Source: an optimization exercise on an open RTL-to-GDS flow (aim: small area, a short achievable clock period and few clock cycles per item). Production flows keep margins and buffers that such runs may drop.
RTL that was checked went through simulation tests only; none was proved equivalent to the original.

==> flow/design.v (excerpt) <==
module Milestone1 (
		input logic Clock,
		input logic Resetn,
		input logic Start,
		output logic Stop,
		output logic   [17:0]   SRAM_address,
		output logic   [15:0]   SRAM_write_data,
		output logic            SRAM_we_n,
		input  logic   [15:0]   SRAM_read_data
);
Size: roughly 2200 cells after synthesis, roughly 420 flip-flops.
export LEC_CHECK = 0
export CAP_MARGIN = 20
export CORE_MARGIN = 2
export CORE_UTILIZATION = 30
export CTS_CLUSTER_DIAMETER = 120
export CTS_CLUSTER_SIZE = 20
export PLACE_DENSITY = 0.5
export SLEW_MARGIN = 20
create_clock -name core_clock -period 13.0 [get_ports {Clock}]
standard.sh (not shown) runs the stock make flow with config.mk's settings and CLKGATE_MAP_FILE= SYNTH_SCRIPT=/design/flow/synth_recipe.tcl, a recipe that flattens the netlist after the stock synthesis.
==> flow/flow/run.sh <==
#!/bin/bash
set -euo pipefail
export SETUP_SLACK_MARGIN=9.3
export TNS_END_PERCENT=10
export BUFFER_PORTS_ARGS="-buffer_cell sky130_fd_sc_hd__buf_4"
bash standard.sh > standard.log 2>&1
The first run completed with no timing, DRC or antenna violations.
==> next run, changes <==
Settings changed: CTS_CLUSTER_DIAMETER 120 to 140, CTS_CLUSTER_SIZE 20 to 24.
Core utilization is lower by 0.23 points.
Clock-buffer cell count is lower by 6.
Function was not checked in any run of this note: the RTL went through the layout flow alone.


Milestone1, a different RTL version from the one above (not shown whole).
Size: about 55 I/O pins.
export LEC_CHECK = 0
export CAP_MARGIN = 20
export CORE_MARGIN = 2
export CORE_UTILIZATION = 30
export CTS_CLUSTER_DIAMETER = 140
export CTS_CLUSTER_SIZE = 24
export PLACE_DENSITY = 0.5
export SLEW_MARGIN = 20
create_clock -name core_clock -period 13.0 [get_ports {Clock}]
Scripts as last shown in full above: flow/flow/run.sh
The starting point completed with no timing, DRC or antenna violations.
Testbench counts at the start, summed over its fixed seeds: cycles 774,832, frames 4.
Then changed:
- CORE_UTILIZATION: 30 -> 55
- PLACE_DENSITY: 0.5 -> 0.75
=>
- flip-flop and latch count is unchanged
- final area decreases by 2.8%
- critical path depth went up by 12
- worst hold slack is better by 0.0069 ns
- non-clock buffer count came out lower by 6
- wire length falls by 9.9%
Then changed:
==> flow/flow/run.sh (replaced) <==
#!/bin/bash
set -euo pipefail
export SETUP_SLACK_MARGIN=9.3
export TNS_END_PERCENT=100
export BUFFER_PORTS_ARGS="-buffer_cell sky130_fd_sc_hd__buf_4"
bash standard.sh > standard.log 2>&1
- CORE_UTILIZATION: 55 -> 30
- PLACE_DENSITY: 0.75 -> 0.5
Outcome: The new run produced a clean layout; area after synthesis stays the same; non-clock buffer count is higher by 7; via count is lower by 2.0%; cell area is higher by 3.4%; final cell count is higher by 16%; setup slack is better by 0.054 ns; die area is higher by 82%.


Another version of the RTL of Milestone1 (not shown whole).
Size in the first run: about 2100 cells after synthesis, roughly 420 flip-flops, ~55 I/O pins, roughly 24000 um2 of cells after synthesis.
clock: 13.0 ns
lec_check: 0
cap_margin: 20
core_margin: 2
core_utilization: 55
cts_cluster_diameter: 140
cts_cluster_size: 24
place_density: 0.75
slew_margin: 20
synth_hierarchical: 1
==> flow/flow/run.sh <==
#!/bin/bash
set -euo pipefail
export SETUP_SLACK_MARGIN=9.3
export TNS_END_PERCENT=10
export BUFFER_PORTS_ARGS="-buffer_cell sky130_fd_sc_hd__buf_2"
bash standard.sh > standard.log 2>&1
Testbench counts at the start, summed over its fixed seeds: cycles 774,832, frames 4.
Edit:
==> flow/flow/run.sh (replaced) <==
#!/bin/bash
set -euo pipefail
export SETUP_SLACK_MARGIN=9.3
export TNS_END_PERCENT=10
export BUFFER_PORTS_ARGS="-buffer_cell sky130_fd_sc_hd__buf_4"
bash standard.sh > standard.log 2>&1
--- a/flow/config.mk
+++ b/flow/config.mk
@@ -8,8 +8,8 @@
 export CAP_MARGIN = 20
 export CORE_MARGIN = 2
-export CORE_UTILIZATION = 55
+export CORE_UTILIZATION = 30
 export CTS_CLUSTER_DIAMETER = 140
 export CTS_CLUSTER_SIZE = 24
-export PLACE_DENSITY = 0.75
+export PLACE_DENSITY = 0.5
 export SLEW_MARGIN = 20
 export SYNTH_HIERARCHICAL = 1
What happened: The changed run passed the timing, design-rule and antenna checks; sequential share of layout area shrinks by 1.3 points; utilization decreases by 26 points; via count fell slightly; worst setup slack hardly moves; register-to-register slack is about the same; global-route usage fell by 10 points.


run 4:
Milestone1, a different RTL version from the one above (not shown whole).
Size: roughly 2000 cells after synthesis, ~420 flip-flops, roughly 55 I/O pins, about 24000 µm² of cells after synthesis.
export LEC_CHECK = 0
export CAP_MARGIN = 20
export CORE_MARGIN = 2
export CORE_UTILIZATION = 30
export CTS_CLUSTER_DIAMETER = 140
export CTS_CLUSTER_SIZE = 24
export PLACE_DENSITY = 0.5
export SLEW_MARGIN = 20
export SYNTH_HIERARCHICAL = 1
create_clock -name core_clock -period 13.0 [get_ports {Clock}]
==> flow/flow/run.sh <==
#!/bin/bash
set -euo pipefail
export SETUP_SLACK_MARGIN=9.3
export TNS_END_PERCENT=10
export BUFFER_PORTS_ARGS="-buffer_cell sky130_fd_sc_hd__buf_4"
bash standard.sh > standard.log 2>&1
In summary, run 4 completed successfully, with a layout that passed the timing, design-rule and antenna checks.
Testbench counts of run 4, summed over its fixed seeds: cycles 774,832, frames 4.
#### Input delta (run 5 over run 4)
# run 4
export LEC_CHECK = 0
export CAP_MARGIN = 20
export CORE_MARGIN = 2
export CORE_UTILIZATION = 30
export CTS_CLUSTER_DIAMETER = 140
export CTS_CLUSTER_SIZE = 24
export PLACE_DENSITY = 0.5
export SLEW_MARGIN = 20
export SYNTH_HIERARCHICAL = 1
create_clock -name core_clock -period 13.0 [get_ports {Clock}]
# run 5
export LEC_CHECK = 0
export CAP_MARGIN = 20
export CORE_MARGIN = 2
export CORE_UTILIZATION = 55
export CTS_CLUSTER_DIAMETER = 140
export CTS_CLUSTER_SIZE = 24
export PLACE_DENSITY = 0.75
export SLEW_MARGIN = 20
export SYNTH_HIERARCHICAL = 1
create_clock -name core_clock -period 13.0 [get_ports {Clock}]
==> flow/flow/run.sh <==
#!/bin/bash
set -euo pipefail
export SETUP_SLACK_MARGIN=9.3
export TNS_END_PERCENT=10
export BUFFER_PORTS_ARGS="-buffer_cell sky130_fd_sc_hd__buf_2"
bash standard.sh > standard.log 2>&1
Results
Comparing run 4 and run 5, the higher final critical-path setup slack was measured on run 5.
NOTE: number of global-route vias before repair in run 5 exceeds that of run 4
[compare] base=run 4 new=run 5: data-path buffer share of cell area in the final layout went down, layout overhead on the synthesized area went down.

==> re-timing with driven ports <==
How much do the figures lean on ideal ports? The routed layouts below were timed once more, with nothing changed but the port constraints.
Step 1 (the two cells are an assumption about what drives the block):
set clk [get_ports {Clock}]
set_driving_cell -lib_cell sky130_fd_sc_hd__clkbuf_16 $clk
set_driving_cell -lib_cell sky130_fd_sc_hd__buf_2 [delete_from_list [all_inputs] $clk]
Step 2 adds t to the input delays and takes it off the output delays; t is the mean of the earliest and latest rising clock arrival at the registers after step 1. Input paths then give back, and output paths get back, about the clock's delay inside the block.
Slacks: ideal ports / drivers / drivers and shift; pairs: ideal ports / drivers.
run	t, ns	slack for setup (ns)	worst hold slack (ns)	worst data-port slew with drivers (ns)
the first run of note 1	0.640	9.037 / 9.037 / 9.037	0.352 / 0.352 / 0.352	0.04
the second run of note 1	0.617	9.033 / 9.033 / 9.033	0.356 / 0.356 / 0.356	0.04
the first run of note 2	0.625	9.280 / 9.222 / 9.366	0.330 / 0.330 / 0.330	0.04
the second run of note 2	0.604	9.225 / 9.225 / 9.225	0.337 / 0.337 / 0.337	0.04
the third run of note 2	0.625	9.279 / 9.221 / 9.372	0.330 / 0.330 / 0.330	0.04
the first run of note 3	0.603	9.281 / 9.252 / 9.281	0.343 / 0.343 / 0.343	0.06
the second run of note 3	0.629	9.282 / 9.222 / 9.282	0.340 / 0.340 / 0.340	0.04
run 4	0.611	9.278 / 9.221 / 9.362	0.338 / 0.338 / 0.338	0.04
run 5	0.595	9.313 / 9.259 / 9.378	0.346 / 0.346 / 0.346	0.03
After both steps every run listed still meets setup and hold.
